Source: an optimization exercise on an open RTL-to-GDS flow (aim: small area, a short achievable clock period and few clock cycles). Production flows keep margins and buffers that such runs may drop.
Power figures rest on the tool's default switching activity, not on a simulated workload.

==> inputs of build 45 <==
==> flow/design.v <==
`timescale 1ns / 1ps
module chip8_cpu (
    input wire clk,
    input wire reset,
    input wire [7:0] mem_data_in,
    input wire [15:0] key_pressed,
    output wire mem_read,
    output reg [11:0] mem_addr_out,
    output reg [7:0] mem_data_out,
    output reg mem_write
);
    reg        q_hi, q_lo, q_ld;
    reg        t_hi, t_lo, t_ld;
    reg        m_st, m_ld, m_bcd, m_key, m_res;
    reg [3:0]  i;            
    reg [3:0]  mx;           
    reg [11:0] pcs;          
    reg [7:0]  ir_hi, ir_lo;
    reg        ev;           
    reg [11:0] I;
    reg [7:0]  V[0:15];
    reg [11:0] stack[0:15];
    reg [3:0]  sp;
    reg [7:0]  delay_timer, sound_timer;
    reg [20:0] one_hz;       
    reg [15:0] lfsr;
    wire       dcy = t_lo;               
    wire [7:0] din = mem_data_in;
    wire       stream = !(m_st || m_ld || m_bcd || m_key || m_res);
    assign mem_read = !mem_write;        
    wire [7:0] vx = V[ir_hi[3:0]];
    wire [7:0] vy = V[m_st ? i : din[7:4]];
    reg  [7:0] opx, opy;
    always @(posedge clk) begin
        opx <= vx;
        opy <= vy;
    end
    reg  [3:0] key_idx;
    integer    k;
    always @(*) begin
        key_idx = 4'd0;
        for (k = 15; k >= 0; k = k - 1)
            if (key_pressed[k]) key_idx = k[3:0];
    end
    wire any_key = |key_pressed;
    wire [1:0] bcd_h = (vx >= 8'd200) ? 2'd2 : (vx >= 8'd100) ? 2'd1 : 2'd0;
    reg [19:0] dd;
    integer    b;
    always @(*) begin
        dd = {12'd0, opx};
        for (b = 0; b < 8; b = b + 1) begin
            if (dd[11:8]  >= 4'd5) dd[11:8]  = dd[11:8]  + 4'd3;
            if (dd[15:12] >= 4'd5) dd[15:12] = dd[15:12] + 4'd3;
            dd = dd << 1;
        end
    end
    wire [3:0] bcd_t = dd[15:12];
    wire [3:0] bcd_o = dd[11:8];
    wire [3:0]  dop   = ir_hi[7:4];
    wire        d_jmp = (dop == 4'h1) || (dop == 4'h2);
    wire        d_ret = (ir_hi == 8'h00) && (din == 8'hEE);
    wire        eq_nn = (vx == din);
    wire        key_x = key_pressed[vx[3:0]];
    reg         d_skip;
    always @(*) begin
        case (dop)
            4'h3: d_skip = eq_nn;
            4'h4: d_skip = !eq_nn;
            4'hE: d_skip = ((din == 8'h9E) && key_x) || ((din == 8'hA1) && !key_x);
            default: d_skip = 1'b0;
        endcase
    end
    wire d_f     = (dop == 4'hF);
    wire d_st    = d_f && (din == 8'h55);
    wire d_ld    = d_f && (din == 8'h65);
    wire d_bcd   = d_f && (din == 8'h33);
    wire d_key   = d_f && (din == 8'h0A);
    wire d_mem   = d_st || d_ld || d_bcd || d_key;
    wire d_redir = d_jmp || d_ret || d_skip;
    wire x_zero  = (ir_hi[3:0] == 4'd0);
    reg [11:0] target;
    always @(*) begin
        if (d_jmp)      target = {ir_hi[3:0], din};
        else if (d_ret) target = stack[sp - 4'd1];
        else            target = mem_addr_out + 12'd2;     
    end
    wire       d8     = (dop == 4'h8);
    reg        c_sub_xy, c_sub_yx, c_nn, c_flag;
    always @(posedge clk) begin
        c_sub_xy <= d8 && (din[3:0] == 4'h5);
        c_sub_yx <= d8 && (din[3:0] == 4'h7);
        c_nn     <= (dop == 4'h7);
        c_flag   <= dcy && d8 && (din[3:0] == 4'h4 || din[3:0] == 4'h5 || din[3:0] == 4'h6 ||
                                  din[3:0] == 4'h7 || din[3:0] == 4'hE);
    end
    wire [3:0] eop = ir_hi[7:4];
    wire [3:0] en  = ir_lo[3:0];
    wire [7:0] nn  = ir_lo;
    wire [7:0] a_op = c_sub_yx ? ~opx : opx;
    wire [7:0] b_op = c_nn ? nn : c_sub_xy ? ~opy : opy;
    wire [8:0] sum  = {1'b0, a_op} + {1'b0, b_op} + {8'd0, c_sub_xy | c_sub_yx};
    wire       e_bnn  = ev && (eop == 4'hB);
    wire       e_skip = ev && (((eop == 4'h5) && (opx == opy)) || ((eop == 4'h9) && (opx != opy)));
    reg        e_we, e_wf;
    reg [7:0]  e_wd;
    reg        e_f;
    always @(*) begin
        e_we = 1'b0; e_wf = c_flag; e_wd = 8'd0; e_f = 1'b0;
        if (ev) begin
            case (eop)
                4'h6: begin e_we = 1'b1; e_wd = nn; end
                4'h7: begin e_we = 1'b1; e_wd = sum[7:0]; end
                4'h8: case (en)
                    4'h0: begin e_we = 1'b1; e_wd = opy; end
                    4'h1: begin e_we = 1'b1; e_wd = opx | opy; end
                    4'h2: begin e_we = 1'b1; e_wd = opx & opy; end
                    4'h3: begin e_we = 1'b1; e_wd = opx ^ opy; end
                    4'h4, 4'h5, 4'h7: begin e_we = 1'b1; e_wd = sum[7:0]; e_f = sum[8]; end
                    4'h6: begin e_we = 1'b1; e_wd = {1'b0, opx[7:1]}; e_f = opx[0]; end
                    4'hE: begin e_we = 1'b1; e_wd = {opx[6:0], 1'b0}; e_f = opx[7]; end
                    default: ;
                endcase
                4'hC: begin e_we = 1'b1; e_wd = nn & lfsr[7:0]; end
                4'hF: if (nn == 8'h07) begin e_we = 1'b1; e_wd = delay_timer; end
                default: ;
            endcase
        end
    end
    reg        w_en;
    reg [3:0]  w_idx;
    reg [7:0]  w_dat;
    always @(*) begin
        if (t_ld) begin
            w_en = 1'b1; w_idx = i - 4'd2; w_dat = din;
        end else if (m_key) begin
            w_en = any_key; w_idx = mx; w_dat = {4'd0, key_idx};
        end else begin
            w_en = e_we; w_idx = ir_hi[3:0]; w_dat = e_wd;
        end
    end
    integer r;
    always @(posedge clk) begin
        for (r = 0; r < 16; r = r + 1)
            if (r == 15 && e_wf)
                V[r] <= {7'd0, e_f};
            else if (w_en && w_idx == r[3:0])
                V[r] <= w_dat;
        if (dcy && dop == 4'h2)
            stack[sp] <= mem_addr_out;
    end
    always @(posedge clk) begin
        if (t_hi) ir_hi <= din;
        if (dcy) begin
            ir_lo <= din;
            mx <= ir_hi[3:0];
            pcs <= mem_addr_out + 12'd1;
            mem_data_out <= din[6] ? V[0] : {6'd0, bcd_h};    
        end else if (m_st) begin
            mem_data_out <= vy;
        end else if (m_bcd) begin
            mem_data_out <= {4'd0, i[0] ? bcd_t : bcd_o};
        end
        if (dcy)
            i <= 4'd1;
        else if (m_st || m_ld || m_bcd || m_res)
            i <= i + 4'd1;
    end
    always @(posedge clk or posedge reset) begin
        if (reset) begin
            mem_addr_out <= 12'h200;
            mem_write <= 1'b0;
            q_hi <= 1'b1; q_lo <= 1'b0; q_ld <= 1'b0;
            t_hi <= 1'b0; t_lo <= 1'b0; t_ld <= 1'b0;
            m_st <= 1'b0; m_ld <= 1'b0; m_bcd <= 1'b0; m_key <= 1'b0; m_res <= 1'b0;
            ev <= 1'b0;
            I <= 12'd0;
            sp <= 4'd0;
            delay_timer <= 8'd0;
            sound_timer <= 8'd0;
            one_hz <= 21'h1FFFFF;
            lfsr <= 16'hACE1;
        end else begin
            if (one_hz == 21'h0E2A3E) begin
                one_hz <= 21'h1FFFFF;
                if (delay_timer != 8'd0) delay_timer <= delay_timer - 8'd1;
                if (sound_timer != 8'd0) sound_timer <= sound_timer - 8'd1;
            end else begin
                one_hz <= {one_hz[19:0], one_hz[20] ^ one_hz[18]};
            end
            ev <= dcy;
            t_hi <= q_hi && !(dcy && d_redir);
            t_lo <= q_lo && !e_skip && !e_bnn;
            t_ld <= q_ld;
            mem_write <= 1'b0;
            q_ld <= 1'b0;
            if (stream) begin
                mem_addr_out <= mem_addr_out + 12'd1;
                q_hi <= q_lo;
                q_lo <= q_hi;
                if (dcy) begin
                    if (d_redir) begin
                        mem_addr_out <= target;
                        q_hi <= 1'b1;
                        q_lo <= 1'b0;
                    end else if (d_mem) begin
                        mem_addr_out <= I;
                        q_hi <= 1'b0;
                        q_lo <= 1'b0;
                        q_ld <= d_ld;
                        mem_write <= d_st || d_bcd;
                        m_st <= d_st && !x_zero;
                        m_ld <= d_ld && !x_zero;
                        m_bcd <= d_bcd;
                        m_key <= d_key;
                        m_res <= (d_st || d_ld) && x_zero;
                    end
                    if (dop == 4'h2) sp <= sp + 4'd1;
                    if (d_ret) sp <= sp - 4'd1;
                end
                if (e_bnn) begin
                    mem_addr_out <= {ir_hi[3:0], ir_lo} + {4'd0, V[0]};
                    q_hi <= 1'b1;
                    q_lo <= 1'b0;
                end
            end else begin
                if (m_st || m_ld || m_bcd)
                    mem_addr_out <= mem_addr_out + 12'd1;
                if (m_st || m_bcd)
                    mem_write <= 1'b1;
                if (m_ld)
                    q_ld <= 1'b1;
                if ((m_st || m_ld) && i == mx) begin
                    m_st <= 1'b0;
                    m_ld <= 1'b0;
                    m_res <= 1'b1;
                end
                if (m_bcd && i[1]) begin
                    m_bcd <= 1'b0;
                    m_res <= 1'b1;
                end
                if (m_res || (m_key && any_key)) begin
                    mem_addr_out <= pcs;
                    q_lo <= 1'b1;
                    m_res <= 1'b0;
                    m_key <= 1'b0;
                end
            end
            if (ev) begin
                case (eop)
                    4'hA: I <= {ir_hi[3:0], ir_lo};
                    4'hC: lfsr <= {lfsr[14:0], lfsr[15] ^ lfsr[13] ^ lfsr[12] ^ lfsr[10]};
                    4'hF: case (nn)
                        8'h15: delay_timer <= opx;
                        8'h18: sound_timer <= opx;
                        8'h1E: I <= I + {4'd0, opx};
                        8'h29: I <= {6'd0, opx[3:0], 2'd0} + {8'd0, opx[3:0]};
                        default: ;
                    endcase
                    default: ;
                endcase
            end
        end
    end
endmodule
==> flow/flow/run.sh <==
#!/bin/bash
set -euo pipefail
export SETUP_SLACK_MARGIN=7
bash standard.sh > standard_make.log 2>&1
==> flow/standard.sh <==
#!/bin/bash
# synth_recipe.tcl (not shown) runs the flow's synth.tcl, then flattens the netlist and writes it again
# the make line also repeats each setting of config.mk as NAME=value (left out here)
make -C /OpenROAD-flow-scripts/flow DESIGN_CONFIG=/design/flow/config.mk WORK_HOME=/design/flow/orfs CLKGATE_MAP_FILE= SYNTH_SCRIPT=/design/flow/synth_recipe.tcl "${@:-finish}"
==> flow/config.mk <==
export PLATFORM = sky130hd
export DESIGN_NAME = chip8_cpu
export DESIGN_NICKNAME = chip8_cpu
export VERILOG_FILES = /design/flow/design.v
export SDC_FILE = /design/flow/constraint.sdc
export NUM_CORES = 4
export LEC_CHECK = 0
export CAP_MARGIN = 20
export CORE_MARGIN = 2
export CORE_UTILIZATION = 60
export SLEW_MARGIN = 20
==> flow/constraint.sdc <==
create_clock -name core_clock -period 12.0 [get_ports {clk}]
set_input_delay 2.4000 -clock core_clock [delete_from_list [all_inputs] [get_ports {clk}]]
set_output_delay 2.4000 -clock core_clock [all_outputs]
set_load 0.01 [all_outputs]
==> trial 35: changes against build 45 <==
==> flow/flow/run.sh (replaced) <==
#!/bin/bash
set -euo pipefail
export SETUP_SLACK_MARGIN=8.5
bash standard.sh > standard_make.log 2>&1
==> qor summary <==
| item | build 45 | trial 35 |
|---|---|---|
| Path length in cells of the critical path | 11 | 24 |
| Layout Area Growth over Synthesis | 11.9% | 25.8% |
| Sequential power | 2.24 mW | 2.26 mW |
| Slowest stage cell, crit path | sky130_fd_sc_hd__a31oi_1 | sky130_fd_sc_hd__a311o_1 |
| Combinational fraction of design power | 0.468 | 0.543 |
| Repair and plain buffers | 114 | 290 |
| Via count | 18642 | 19979 |
| Post-CTS setup buffer count | 5 | 127 |
| P_comb | 3.35 mW | 4.45 mW |
| Fraction of power consumed by sequential logic | 0.312 | 0.275 |
| Routed wire length | 76200 µm | 85100 µm |
| Met2 track demand over resource | 0.526 | 0.589 |
| Destination of the worst register-to-register timing path | mem_addr_out[4] | mem_data_out[1] |
| Post-route cell area | 27700 µm² | 31200 µm² |
| Result of the run | timing/DRC/antenna clean | timing/DRC/antenna clean |
| Setup slack after layout | 7.05 ns | 7.57 ns |
| Critical path launch point type | input pin | flip-flop |
No run of this note included a check of the RTL's function; only the layout flow was run.

## what the ideal ports hide
The results above use ideal ports. As a check the final layouts listed here were re-extracted and re-timed, cells and wires unchanged.
Step 1, drivers: a clkbuf_16 drives clk and a buf_2 each remaining input, both assumed.
Step 2 also shifts input and output timing later by t, the mid clock arrival at the registers, as if the neighbouring blocks saw the same clock.
a / b / c = ideal / step 1 / step 2; a / b = the first two.
run | shift t [ns] | setup WS [ns] | latest minus earliest clock arrival (ns) | slew at the worst register clock pin (ns) | worst data-port slew with drivers (ns)
build 45 | 0.669 | 7.046 / 7.062 / 6.393 | 0.027 / 0.027 | 0.07 / 0.07 | 0.06
trial 35 | 0.653 | 7.568 / 7.568 / 7.201 | 0.035 / 0.035 | 0.07 / 0.07 | 0.12
After both steps setup and hold are still met in every run listed. The setup slack of build 45, which loses most, moves by +0.016 ns with the drivers and by -0.653 ns with both steps.
